Context: an optimization exercise on an open-source flow, tuned for small area, a short achievable clock period and few clock cycles. The choices shown serve that exercise and are no tape-out recipe.
No functional check of the RTL was part of any run shown here.
Power is estimated from default activity; no workload was simulated.

==> flow/design.v <==
`timescale 1ns / 1ps
module powlib_xbar_top(clk,rst,wrdatas,wraddrs,wrvlds,wrrdys,rddatas,rdaddrs,rdvlds,rdrdys);
  localparam                       B_WRS = 4;
  localparam                       B_RDS = 3;
  localparam                       B_AW  = 2;
  localparam                       B_DW  = 8;
  localparam                       B_NP  = B_WRS*(B_WRS-1)/2;
  input     wire                   clk;
  input     wire                   rst;
  input     wire [B_WRS*B_DW-1:0]  wrdatas;
  input     wire [B_WRS*B_AW-1:0]  wraddrs;
  input     wire [B_WRS-1:0]       wrvlds;
  output    wire [B_WRS-1:0]       wrrdys;
  output    wire [B_RDS*B_DW-1:0]  rddatas;
  output    wire [B_RDS*B_AW-1:0]  rdaddrs;
  output    wire [B_RDS-1:0]       rdvlds;
  input     wire [B_RDS-1:0]       rdrdys;
  reg  [B_RDS-1:0]      vld_q;            
  reg  [B_RDS*B_DW-1:0] dat_q;            
  reg                   a0_q;             
  reg  [B_NP-1:0]       pri_q;            
  wire [B_RDS-1:0]      req [0:B_WRS-1];  
  wire [B_RDS-1:0]      tk  [0:B_WRS-1];  
  wire [B_WRS-1:0]      tkr [0:B_RDS-1];  
  wire [B_RDS-1:0]      acc;              
  wire [B_RDS-1:0]      hold;             
  wire [B_WRS*B_WRS-1:0] pri;
  genvar i, j, k;
  for (k=0; k<B_WRS; k=k+1) begin : g_pk
    for (i=0; i<B_WRS; i=i+1) begin : g_pi
      if (k==i) begin : g_eq
        assign pri[k*B_WRS+i] = 1'b0;
      end else if (k<i) begin : g_lt
        assign pri[k*B_WRS+i] = pri_q[(k*(2*B_WRS-1-k))/2+i-k-1];
      end else begin : g_gt
        assign pri[k*B_WRS+i] = ~pri_q[(i*(2*B_WRS-1-i))/2+k-i-1];
      end
    end
  end
  always @(posedge clk) begin : p_pri
    integer pk, pi;
    for (pk=0; pk<B_WRS; pk=pk+1)
      for (pi=pk+1; pi<B_WRS; pi=pi+1)
        if (rst)
          pri_q[(pk*(2*B_WRS-1-pk))/2+pi-pk-1] <= 1'b1;
        else
          pri_q[(pk*(2*B_WRS-1-pk))/2+pi-pk-1] <= pri[((pk+B_WRS-1)%B_WRS)*B_WRS+((pi+B_WRS-1)%B_WRS)];
  end
  for (j=0; j<B_RDS; j=j+1) begin : g_acc
    assign acc[j]  = ~vld_q[j] | rdrdys[j];
    assign hold[j] = ~acc[j];
  end
  wire [B_RDS-1:0]      t   [0:B_WRS-1];
  wire [B_RDS-1:0]      ofr [0:B_WRS-1];
  for (k=0; k<B_WRS; k=k+1) begin : g_ofr
    for (j=0; j<B_RDS; j=j+1) begin : g_rd
      powlib_xbar_bterm #(.J(j)) bterm_inst (
        .vld(wrvlds[k]),.addr(wraddrs[k*B_AW+:B_AW]),.ofr(ofr[k][j]));
    end
  end
  for (i=0; i<B_WRS; i=i+1) begin : g_wr
    for (j=0; j<B_RDS; j=j+1) begin : g_rd
      wire             x;
      wire [B_WRS-2:0] m;
      powlib_xbar_xterm #(.J(j)) xterm_inst (
        .addr(wraddrs[i*B_AW+:B_AW]),.acc(acc[j]),.x(x));
      for (k=0; k<B_WRS-1; k=k+1) begin : g_o
        assign m[k] = ~(ofr[(i+1+k)%B_WRS][j] & pri[((i+1+k)%B_WRS)*B_WRS+i]);
      end
      powlib_xbar_rterm rterm_inst (.x(x),.m(m),.t(t[i][j]));
      assign req[i][j] = wrvlds[i] & x;
      assign tk[i][j]  = wrvlds[i] & ~t[i][j];
      assign tkr[j][i] = tk[i][j];
    end
    assign wrrdys[i] = ~&t[i];
  end
  for (j=0; j<B_RDS; j=j+1) begin : g_rd
    wire [B_DW-1:0] d;
    powlib_xbar_dmux #(.W(B_DW)) dmux_inst (
      .sel({hold[j], tkr[j]}),
      .din({dat_q[j*B_DW+:B_DW], wrdatas}),
      .dout(d));
    always @(posedge clk) begin
      if (rst)
        vld_q[j] <= 1'b0;
      else
        vld_q[j] <= hold[j] | req[0][j] | req[1][j] | req[2][j] | req[3][j];
      dat_q[j*B_DW+:B_DW] <= d;
    end
    assign rddatas[j*B_DW+:B_DW] = dat_q[j*B_DW+:B_DW];
    assign rdvlds[j]             = vld_q[j];
  end
  always @(posedge clk) begin
    a0_q <= (tk[0][2] & wraddrs[0]) | (tk[1][2] & wraddrs[2]) |
            (tk[2][2] & wraddrs[4]) | (tk[3][2] & wraddrs[6]) | (hold[2] & a0_q);
  end
  assign rdaddrs = {1'b0, a0_q, 2'b10, 2'b11};
endmodule
module powlib_xbar_xterm(addr,acc,x);
  parameter         J = 0;
  input  wire [1:0] addr;
  input  wire       acc;
  output wire       x;
  wire              dec = (J==0) ? ( addr[1] &  addr[0]) :
                          (J==1) ? ( addr[1] & ~addr[0]) :
                                   (~addr[1]);
  assign x = dec & acc;
endmodule
module powlib_xbar_bterm(vld,addr,ofr);
  parameter         J = 0;
  input  wire       vld;
  input  wire [1:0] addr;
  output wire       ofr;
  wire              dec = (J==0) ? ( addr[1] &  addr[0]) :
                          (J==1) ? ( addr[1] & ~addr[0]) :
                                   (~addr[1]);
  assign ofr = vld & dec;
endmodule
module powlib_xbar_rterm(x,m,t);
  input  wire       x;
  input  wire [2:0] m;
  output wire       t;
  assign t = ~(x & (&m));
endmodule
module powlib_xbar_dmux(sel,din,dout);
  parameter                W = 8;
  parameter                N = 5;
  input  wire [N-1:0]      sel;
  input  wire [N*W-1:0]    din;
  output wire [W-1:0]      dout;
  genvar b, n;
  for (b=0; b<W; b=b+1) begin : g_bit
    wire [N-1:0] t;
    for (n=0; n<N; n=n+1) begin : g_word
      assign t[n] = sel[n] & din[n*W+b];
    end
    assign dout[b] = |t;
  end
endmodule
==> flow/flow/run.sh <==
#!/bin/bash
# Standard layout, except that the port buffers are the smallest plain
# buffer (the resizer upsizes the ones on critical paths) instead of the
# delay buffer buffer_ports picks by default.
set -euo pipefail
export BUFFER_PORTS_ARGS="-buffer_cell sky130_fd_sc_hd__buf_1"
bash standard.sh > standard.log 2>&1
==> flow/standard.sh <==
#!/bin/bash
# synth_recipe.tcl (not shown) runs the flow's synth.tcl, then flattens the netlist and writes it again
# the make line also repeats each setting of config.mk as NAME=value (left out here)
make -C /OpenROAD-flow-scripts/flow DESIGN_CONFIG=/design/flow/config.mk WORK_HOME=/design/flow/orfs CLKGATE_MAP_FILE= SYNTH_SCRIPT=/design/flow/synth_recipe.tcl "${@:-finish}"
==> flow/config.mk <==
export PLATFORM = sky130hd
export DESIGN_NAME = powlib_xbar_top
export DESIGN_NICKNAME = powlib_xbar_top
export VERILOG_FILES = /design/flow/design.v
export SDC_FILE = /design/flow/constraint.sdc
export NUM_CORES = 4
export LEC_CHECK = 0
export CAP_MARGIN = 20
export CORE_MARGIN = 2
export CORE_UTILIZATION = 40
export CTS_BUF_LIST = sky130_fd_sc_hd__clkbuf_4
export CTS_CLUSTER_DIAMETER = 100
export CTS_CLUSTER_SIZE = 40
export SETUP_SLACK_MARGIN = 1.3
export SLEW_MARGIN = 20
export SYNTH_HIERARCHICAL = 1
export SYNTH_MINIMUM_KEEP_SIZE = 0
==> flow/constraint.sdc <==
create_clock -name core_clock -period 3.6 [get_ports {clk}]
set_input_delay 0.7200 -clock core_clock [delete_from_list [all_inputs] [get_ports {clk}]]
set_output_delay 0.7200 -clock core_clock [all_outputs]
set_load 0.01 [all_outputs]
==> results of run 1 <==
-- power by group through the flow --
stage	registers (mW)	clock network (mW)	logic [mW]
6_report	0.446	0.214	0.257
5_1_grt	0.450	0.235	0.281
4_1_cts	0.446	0.217	0.241
3_5_place_dp	0.453	0	0.232
3_3_place_gp	0.453	0	0.230
2_1_floorplan	0.465	0	0.126
-- timing repair --
| action | in CTS | in global routing |
|---|---|---|
| hold buffers | 0 | 0 |
| endpoints found under the setup margin | 13 | 4 |
| gates cloned | 0 | 0 |
| resized for setup | 24 | 42 |
| buffers inserted | 2 | 1 |
| pin swaps | 1 | 12 |
-- worst min-delay path by stage --
stage,slack [ns],to,startpoint
2_1_floorplan,0.42,pri_q[1]$_SDFF_PP1_,pri_q[4]$_SDFF_PP1_
3_3_place_gp,0.45,dat_q[10]$_DFF_P_,dat_q[10]$_DFF_P_
3_5_place_dp,0.45,dat_q[3]$_DFF_P_,dat_q[3]$_DFF_P_
4_1_cts,0.48,dat_q[3]$_DFF_P_,dat_q[3]$_DFF_P_
5_1_grt,0.50,dat_q[5]$_DFF_P_,dat_q[5]$_DFF_P_
6_report,0.48,dat_q[3]$_DFF_P_,dat_q[3]$_DFF_P_
-- Yosys stat by module (local to each module, per instance), excerpt --
module | flops+latches | times used | cell area, um^2 | cells inside
powlib_xbar_top | 34 | 1 | 1169 | 118
powlib_xbar_rterm | 0 | 12 | 6.256 | 1
-- final cells by class --
type	instances	area share, %
clock buffer	5	1.463
clock inverter	3	0.6338
inverter	3	0.4388
multi-input combinational	186	51.19
sequential	34	26.52
tap	70	3.413
timing repair buffer	83	16.33
-- cell families (layout without fill, tap and decap cells) --
family	count (synthesis)	after routing	share of synthesized area (%)
flops	34	34	33.17
other cells	2	5	0.3660
buf+inv	21	94	6.036
compound gates	59	59	24.45
simple gates	122	122	35.98
-- tightest hold or removal path, delay by kind of cell, from the launching register on --
family,cells,cell delay (ns)
AO/OA/AOI/OAI,1,0.06
AND/OR/NAND/NOR,1,0.06
flip-flops,1,0.35
-- layer usage --
layer | vias to the layer above | global-route usage (%) | routed length, um
met1 | 1065 | 31.45 | 2947
met3 | 11 | 4.894 | 640
li1 | 1056 | - | -
met4 | 0 | 9.747 | 102
met2 | 130 | 34.49 | 3173
met5 | - | 0 | 0
-- synthesized netlist by cell type (2+ instances only) --
master,number,area (um^2)
a222oi_1,25,250.2
a22oi_1,30,225.2
a31oi_1,2,12.51
and3_1,8,50.05
and3b_1,8,70.07
buf_4,6,45.04
buf_6,3,33.78
clkbuf_1,9,33.78
conb_1,2,7.510
dfxtp_1,34,680.7
inv_1,3,11.26
nand2_1,43,161.4
nand2b_1,23,143.9
nand3_1,4,20.02
nand4_1,12,75.07
nor2b_1,12,75.07
nor2b_4,9,123.9
or2_2,3,18.77
-- registers in the layout, indices dropped and copies added (netlist names) --
register / count
vld_q: 3
a0_q: 1
pri_q: 6
dat_q: 24
==> results.txt, run 1 <==
status=no timing/DRC/antenna violations; Reg2Reg Depth=7; Comb power frac=approximately 28%; total gr overflow=0; Final #Nets=around 360; CP Data Required Time=between 2 and 3 ns; initial antenna violation count=0; Stages on worst setup path=6; period utilisation layout=between 60% and 70%; Area after DPL=2338 um^2; largest net degree at the start of global routing=12; peak supply drop=roughly 0.14 mV; Fmax=around 440 MHz; Final Critical Period=2.261 ns; most common cell after layout, fill and taps aside=buf_1; worst relative slew slack=between 40% and 50%; DR WL/cell=17.87 um; delay-heaviest family, CP=simple AND/OR/NAND/NOR gates; Detailed Place HPWL=4.941 mm; vias=2262; initial DRC count=235; Setup TNS Final=0 ns; Reg-to-Reg Start=vld_q[2]$_SDFF_PP0_; Layout area overhead=25.06%; Critical path origin=wraddrs[6]; Hold Crit Class=reg2reg; Die X=between 70 and 80 um; Post-Syn Instances=238; die area=approximately 5700 um^2; worst-margin pin slew=~0.8 ns; terminus of the critical flop-to-flop path=dat_q[16]$_DFF_P_; routed vias/inst=~6; share of flip-flops with an asynchronous set or reset=0%; share of cells above drive strength 1=between 10% and 20%; Pwr Total=between 0.9 and 1 mW; CTS buffer count=5; fin. max-slew vios=0; Pleak=1.055 nW; register area=slightly below 700 um^2; worst hold slack=between 0.4 and 0.5 ns; CTS tree=done; CTS root buf=clkbuf_4; PnR worst setup slack=1.339 ns; Primary FF master, synth=dfxtp_1; #FFs+latches synth=34; max cap viols=0; Clk pwr share=about a quarter; RSZ-0062 raised after global routing=true; clock latency (worst-skew pair)=around 0.35 ns; crit path DAT=around 1.5 ns; Inst Count DP=373; Mapped Avg Cell Area=approximately 8.6 um^2; Critical Path End Type=output pin; WP buf/inv=2; Cell variety after synth=20; Cell Rows=26; Max stage delay on crit path=roughly 0.26 ns; clk buf depth=2; Place WS=approximately 0.53 ns; Hold Path Stages=2; Sw Share=around a third; total power per unit cell area=357.2 nW/um^2; Critical-path top delay cell=and3b_2; WL final=between 6 and 7 mm; Initial Util=approximately 40%; Non-Filler Instances=roughly 380; Sink Count=34; mapped cell area=2052 um^2; DR pass1 iterations=6; most frequent cells in the layout=63 x buf_1, 42 x nand2_1, 34 x dfxtp_1, 30 x a22oi_1, 25 x a222oi_1; worst-path cell chain=buf_4 > and3b_2 > nand2b_1 > nand4_1 > nand3_1 > buf_2; vias in the first global route=about 1900; gpl congestion=approximately 0.93; final instance area=roughly 2600 um^2; Final Core Density=50.89%; core area=5042 um^2; CP Class=in2out; multi-input logic area=1314 um^2; Total GRT Usage=a little under a quarter; first-pass GRT wire length=approximately 9.5 mm; port bufs=80; startpoint types=input pin; Final Hold Vio Count=0; # IOs=86; P_int=0.6016 mW; Layout Skew=0.01051 ns; Die Height=approximately 76 um; n_diodes=0; H-Tree Depth=2; Synth warnings=7; sequential share of power=48.7%; Psw=approximately 0.31 mW; CP Max Fanout=5; EDFF count, synth=0; Final Setup Violations=0; Reg clk slew, reported paths=about 0.12 ns; setup slack, reg-to-reg=between 1.5 and 2 ns; # DRC=0; sequential area share after synthesis=33.17%; Final ANT Viol Nets=0; fillers=513; critical path capture point=wrrdys[2]
==> run 2, diff against run 1 <==
--- a/flow/design.v
+++ b/flow/design.v
@@ -5,5 +5,4 @@
   localparam                       B_AW  = 2;
   localparam                       B_DW  = 8;
-  localparam                       B_NP  = B_WRS*(B_WRS-1)/2;
   input     wire                   clk;
   input     wire                   rst;
@@ -19,5 +18,5 @@
   reg  [B_RDS*B_DW-1:0] dat_q;            
   reg                   a0_q;             
-  reg  [B_NP-1:0]       pri_q;            
+  reg  [1:0]            top_q;            
   wire [B_RDS-1:0]      req [0:B_WRS-1];  
   wire [B_RDS-1:0]      tk  [0:B_WRS-1];  
@@ -29,21 +28,16 @@
   for (k=0; k<B_WRS; k=k+1) begin : g_pk
     for (i=0; i<B_WRS; i=i+1) begin : g_pi
-      if (k==i) begin : g_eq
-        assign pri[k*B_WRS+i] = 1'b0;
-      end else if (k<i) begin : g_lt
-        assign pri[k*B_WRS+i] = pri_q[(k*(2*B_WRS-1-k))/2+i-k-1];
-      end else begin : g_gt
-        assign pri[k*B_WRS+i] = ~pri_q[(i*(2*B_WRS-1-i))/2+k-i-1];
+      wire [B_WRS-1:0] pm;
+      for (j=0; j<B_WRS; j=j+1) begin : g_pm
+        assign pm[j] = (k!=i) && (((j-i-1)&3) <= ((k-i-1)&3));
       end
+      assign pri[k*B_WRS+i] = pm[top_q];
     end
   end
-  always @(posedge clk) begin : p_pri
-    integer pk, pi;
-    for (pk=0; pk<B_WRS; pk=pk+1)
-      for (pi=pk+1; pi<B_WRS; pi=pi+1)
-        if (rst)
-          pri_q[(pk*(2*B_WRS-1-pk))/2+pi-pk-1] <= 1'b1;
-        else
-          pri_q[(pk*(2*B_WRS-1-pk))/2+pi-pk-1] <= pri[((pk+B_WRS-1)%B_WRS)*B_WRS+((pi+B_WRS-1)%B_WRS)];
+  always @(posedge clk) begin
+    if (rst)
+      top_q <= 2'd0;
+    else
+      top_q <= {top_q[1]^top_q[0], ~top_q[0]};
   end
   for (j=0; j<B_RDS; j=j+1) begin : g_acc
@@ -52,11 +46,4 @@
   end
   wire [B_RDS-1:0]      t   [0:B_WRS-1];
-  wire [B_RDS-1:0]      ofr [0:B_WRS-1];
-  for (k=0; k<B_WRS; k=k+1) begin : g_ofr
-    for (j=0; j<B_RDS; j=j+1) begin : g_rd
-      powlib_xbar_bterm #(.J(j)) bterm_inst (
-        .vld(wrvlds[k]),.addr(wraddrs[k*B_AW+:B_AW]),.ofr(ofr[k][j]));
-    end
-  end
   for (i=0; i<B_WRS; i=i+1) begin : g_wr
     for (j=0; j<B_RDS; j=j+1) begin : g_rd
@@ -66,5 +53,7 @@
         .addr(wraddrs[i*B_AW+:B_AW]),.acc(acc[j]),.x(x));
       for (k=0; k<B_WRS-1; k=k+1) begin : g_o
-        assign m[k] = ~(ofr[(i+1+k)%B_WRS][j] & pri[((i+1+k)%B_WRS)*B_WRS+i]);
+        powlib_xbar_bterm #(.J(j)) bterm_inst (
+          .vld(wrvlds[(i+1+k)%B_WRS]),.addr(wraddrs[((i+1+k)%B_WRS)*B_AW+:B_AW]),
+          .pri(pri[((i+1+k)%B_WRS)*B_WRS+i]),.m(m[k]));
       end
       powlib_xbar_rterm rterm_inst (.x(x),.m(m),.t(t[i][j]));
@@ -107,13 +96,14 @@
   assign x = dec & acc;
 endmodule
-module powlib_xbar_bterm(vld,addr,ofr);
+module powlib_xbar_bterm(vld,addr,pri,m);
   parameter         J = 0;
   input  wire       vld;
   input  wire [1:0] addr;
-  output wire       ofr;
+  input  wire       pri;
+  output wire       m;
   wire              dec = (J==0) ? ( addr[1] &  addr[0]) :
                           (J==1) ? ( addr[1] & ~addr[0]) :
                                    (~addr[1]);
-  assign ofr = vld & dec;
+  assign m = ~(vld & dec & pri);
 endmodule
 module powlib_xbar_rterm(x,m,t);
--- a/flow/config.mk
+++ b/flow/config.mk
@@ -12,5 +12,5 @@
 export CTS_CLUSTER_DIAMETER = 100
 export CTS_CLUSTER_SIZE = 40
-export SETUP_SLACK_MARGIN = 1.3
+export SETUP_SLACK_MARGIN = 1.4
 export SLEW_MARGIN = 20
 export SYNTH_HIERARCHICAL = 1
==> run 2 against run 1 <==
Via count up 6.2%; fmax is 1.8% lower; flip-flop and latch count down 4; critical path depth unchanged; worst hold slack got worse by 0.019 ns; clock power down 7%; global-route usage up 2.3 points; synthesized area down 0.43%; cell count is 1.8% higher; setup slack got worse by 0.041 ns; largest power group unchanged; highest routed layer unchanged.
==> results.txt, run 2 <==
Max stage delay on crit path=0.40 ns (+0.14 ns); Critical-path top delay cell=dfxtp_4; peak supply drop=0.1419 mV (+1.2%); worst hold slack=0.4646 ns (-0.01856 ns); Cell variety after synth=23 (+15%); routed vias/inst=6.146 (+4.3%); share of flip-flops with an asynchronous set or reset=0% (unchanged); Critical Path End Type=output pin; WL final=7.271 mm (+5.9%); port bufs=80 (unchanged); worst-margin pin slew=0.8312 ns (+0.05180 ns); Initial Util=40.78% (+0.089 points); vias=2403 (+6.2%); gpl congestion=0.8708 (-6.3%); Hold Crit Class=reg2reg; mux contribution to synthesized area=0% (unchanged); n_diodes=0 (unchanged); CP Data Required Time=2.88 ns (about the same); Fmax=434.5 MHz (-1.8%); terminus of the critical flop-to-flop path=dat_q[5]$_DFF_P_; Synth Area in XOR/XNOR=0% (unchanged); total gr overflow=0 (unchanged); Reg-to-Reg Start=top_q[0]$_SDFF_PP0_; largest family of logic cells by synthesized area=simple AND/OR/NAND/NOR gates; Mapped Avg Cell Area=8.769 um^2 (+1.7%); Primary FF master, synth=dfxtp_1; CTS buffer count=5 (unchanged); Largest regs=dat_q (24), vld_q (3), top_q (2); startpoint types=register; Synth Area in Simple Gates=33.44% (-2.5 points); met1 GRT Util=34.17% (+2.7 points); Critical path origin=top_q[1]$_SDFF_PP0_; Die Height=75.47 um (-0.20%); EDFF count, synth=0 (unchanged); H-Tree Depth=2 (unchanged); Post-Syn Instances=233 (-2.1%); top post-synthesis cells by count=30 x a22oi_1, 30 x dfxtp_1, 25 x a222oi_1, 25 x nand2_1, 24 x nand4_1; PnR worst setup slack=1.298 ns (-0.04089 ns); crit path DAT=1.58 ns (+0.04 ns); first-pass GRT wire length=10.80 mm (+14%); setup slack, reg-to-reg=1.54 ns (-0.23 ns); die area=5696 um^2 (-0.41%); Die X=75.47 um (-0.20%); most common cell after layout, fill and taps aside=buf_1; CTS tree=done; #FFs+latches synth=30 (-12%); cell taking the most area after synthesis=dfxtp_1; Synth Area in Compound Gates=24.56% (+0.10 points); CTS root buf=clkbuf_4; Layout Skew=0.007306 ns (-0.003206 ns); DR WL/cell=18.60 um (+4.0%); RSZ-0062 raised after global routing=true; core area=5010 um^2 (-0.65%); # DRC=0 (unchanged); vias in the first global route=2091 (+8.3%); Yosys top cell area share=29.39% (-3.8 points); Final Critical Period=2.302 ns (+0.04089 ns); worst-path cell chain=buf_6 > ha_1 > nand4b_1 > nand4_1 > nand3_1 > buf_2; Layout area overhead=28.78%; grt met3 use=5.026% (+0.13 points); period utilisation layout=63.94% (+1.1 points); Reg2Reg Depth=8 (+1); clk buf depth=2 (unchanged); Hold Path Stages=1 (-1); largest net degree at the start of global routing=16 (+4); # IOs=86 (unchanged); Final Hold Vio Count=0 (unchanged); Setup TNS Final=0 ns (unchanged); CP Class=reg2out; Total GRT Usage=25.14% (+2.3 points); max reg flops=24 (unchanged); Reg clk slew, reported paths=0.10 ns (-0.02 ns); critical path capture point=wrrdys[1]; GRT Max-Usage Layer=met2; most frequent cells in the layout=64 x buf_1, 30 x a22oi_1, 28 x dfxtp_1, 25 x a222oi_1, 25 x nand2_1; sequential area share after synthesis=29.39% (-3.8 points); Largest Register=dat_q; CP Max Fanout=5 (unchanged); max cap viols=0 (unchanged); Synth warnings=7 (unchanged); Pleak=1.055 nW (about the same); Final Setup Violations=0 (unchanged); worst relative slew slack=44.47% (-3.5 points); adder-cell area share of the yosys netlist=4.899% (+4.9 points); GR Util met2=40.19% (+5.7 points); Cell Rows=26 (unchanged); clock latency (worst-skew pair)=0.33 ns (-0.02 ns); DR pass1 iterations=5 (-1); Detailed Place HPWL=4.975 mm (+0.70%); fin. max-slew vios=0 (unchanged); mapped cell area=2043 um^2 (-0.43%); initial DRC count=360 (+53%); Sink Count=30 (-12%); Final ANT Viol Nets=0 (unchanged); total power per unit cell area=345.3 nW/um^2 (-3.3%); status=no timing/DRC/antenna violations; share of cells above drive strength 1=19.94% (+3.1 points); hold_buf cts=0 (unchanged); Final #Nets=377 (+4.1%); initial antenna violation count=0 (unchanged); synth top area cells=dfxtp_1 29%, a222oi_1 12%, a22oi_1 11%, nand4_1 7.3%, nand4b_1 5.1%; Place WS=0.6185 ns (+0.09134 ns)
run 2: changes by cell type after synthesis, sizes merged, moves of 8 or more:
cell	change
ha	+8
nand2	-18
nand2b	-21
nand3b	+12
nand4	+12
nand4b	+12
run 2: per-module statistics from Yosys (local to each module, per instance), excerpt:
module             flops+latches  copies in the design  cells
powlib_xbar_rterm              0                    12      1
powlib_xbar_top               30                     1     89
run 2: worst min-delay path by stage:
stage / from / endpoint
after floorplan: a0_q$_DFF_P_ / a0_q$_DFF_P_
after global placement: dat_q[6]$_DFF_P_ / dat_q[6]$_DFF_P_
after detailed placement: dat_q[6]$_DFF_P_ / dat_q[6]$_DFF_P_
after CTS: top_q[0]$_SDFF_PP0_ / top_q[0]$_SDFF_PP0_
after global routing: top_q[0]$_SDFF_PP0_ / top_q[0]$_SDFF_PP0_
final: top_q[0]$_SDFF_PP0_ / top_q[0]$_SDFF_PP0_
run 2: layout make-up:
class	instances	area, um^2
clock buffers	5	37.54
clock inverters	3	16.27
fillers	514	2379
inverters	10	47.55
multi-input cells	178	1380
flip-flops and latches	30	608.1
well taps	70	87.58
repair buffers	95	454.2
run 2: worst max-delay path: cells and delay by family (launching register included):
kind | cells | cell delay, ns
buf+inv | 2 | 0.29
simple gates | 3 | 0.36
fa+ha+maj | 1 | 0.21
flops | 1 | 0.40
run 2: power by group:
group	leakage [nW]	total [mW]	switching [mW]	internal, mW
clock	0.0286	0.198	0.125	0.0725
combinational	0.776	0.311	0.182	0.129
sequential	0.251	0.400	0.0263	0.373
run 2: stage by stage:
stage / cells / area, um^2 / util [%] / total power [mW]
global placement: 368 / 2330 / 46.50 / 0.6660
floorplan: 236 / 2054 / - / 0.5595
CTS: 388 / 2569 / 51.27 / 0.8960
finish: 391 / 2631 / 52.52 / 0.9085
global route: 391 / 2631 / 52.52 / 0.9641
detailed placement: 368 / 2330 / 46.50 / 0.6652
run 2: metal layers:
metal	vias up	routed length, um
met1	1112	3022
met2	163	3370
li1	1114	-
met3	14	758
met4	0	120
met5	-	0
run 2: what timing repair did:
item / CTS / global route
pin swaps: 9 / 7
setup buffers: 12 / 3
endpoints found under the setup margin: 29 / 12
resized for setup: 43 / 11
cloned: 0 / 0
run 2: cells by family after synthesis:
family | count (synthesis)
AOI/OAI and AO/OA | 59
adders and majority gates | 8
and+or+nand+nor | 106
DFF | 30
other | 2
buffers and inverters | 28

==> static timing again, ports no longer ideal <==
The results above use ideal ports. As a check the final layouts listed here were re-extracted and re-timed, cells and wires unchanged. Step 1: set_driving_cell puts a clkbuf_16 on clk and a buf_2 on each other input, an assumption about the parent block. Step 2 also shifts input and output timing later by t, the mid clock arrival at the registers, as if the neighbouring blocks saw the same clock. Slacks: ideal / step 1 / step 2; pairs: ideal / step 1.
| run | t (ns) | slack for setup (ns) | latest minus earliest clock arrival (ns) |
|---|---|---|---|
| run 1 | 0.374 | 1.339 / 1.304 / 1.281 | 0.011 / 0.011 |
| run 2 | 0.351 | 1.298 / 1.272 / 1.143 | 0.009 / 0.009 |
After both steps every run listed still meets setup and hold. For run 2, which loses most, drivers alone change the setup slack by -0.026 ns; drivers and shift together by -0.155 ns.
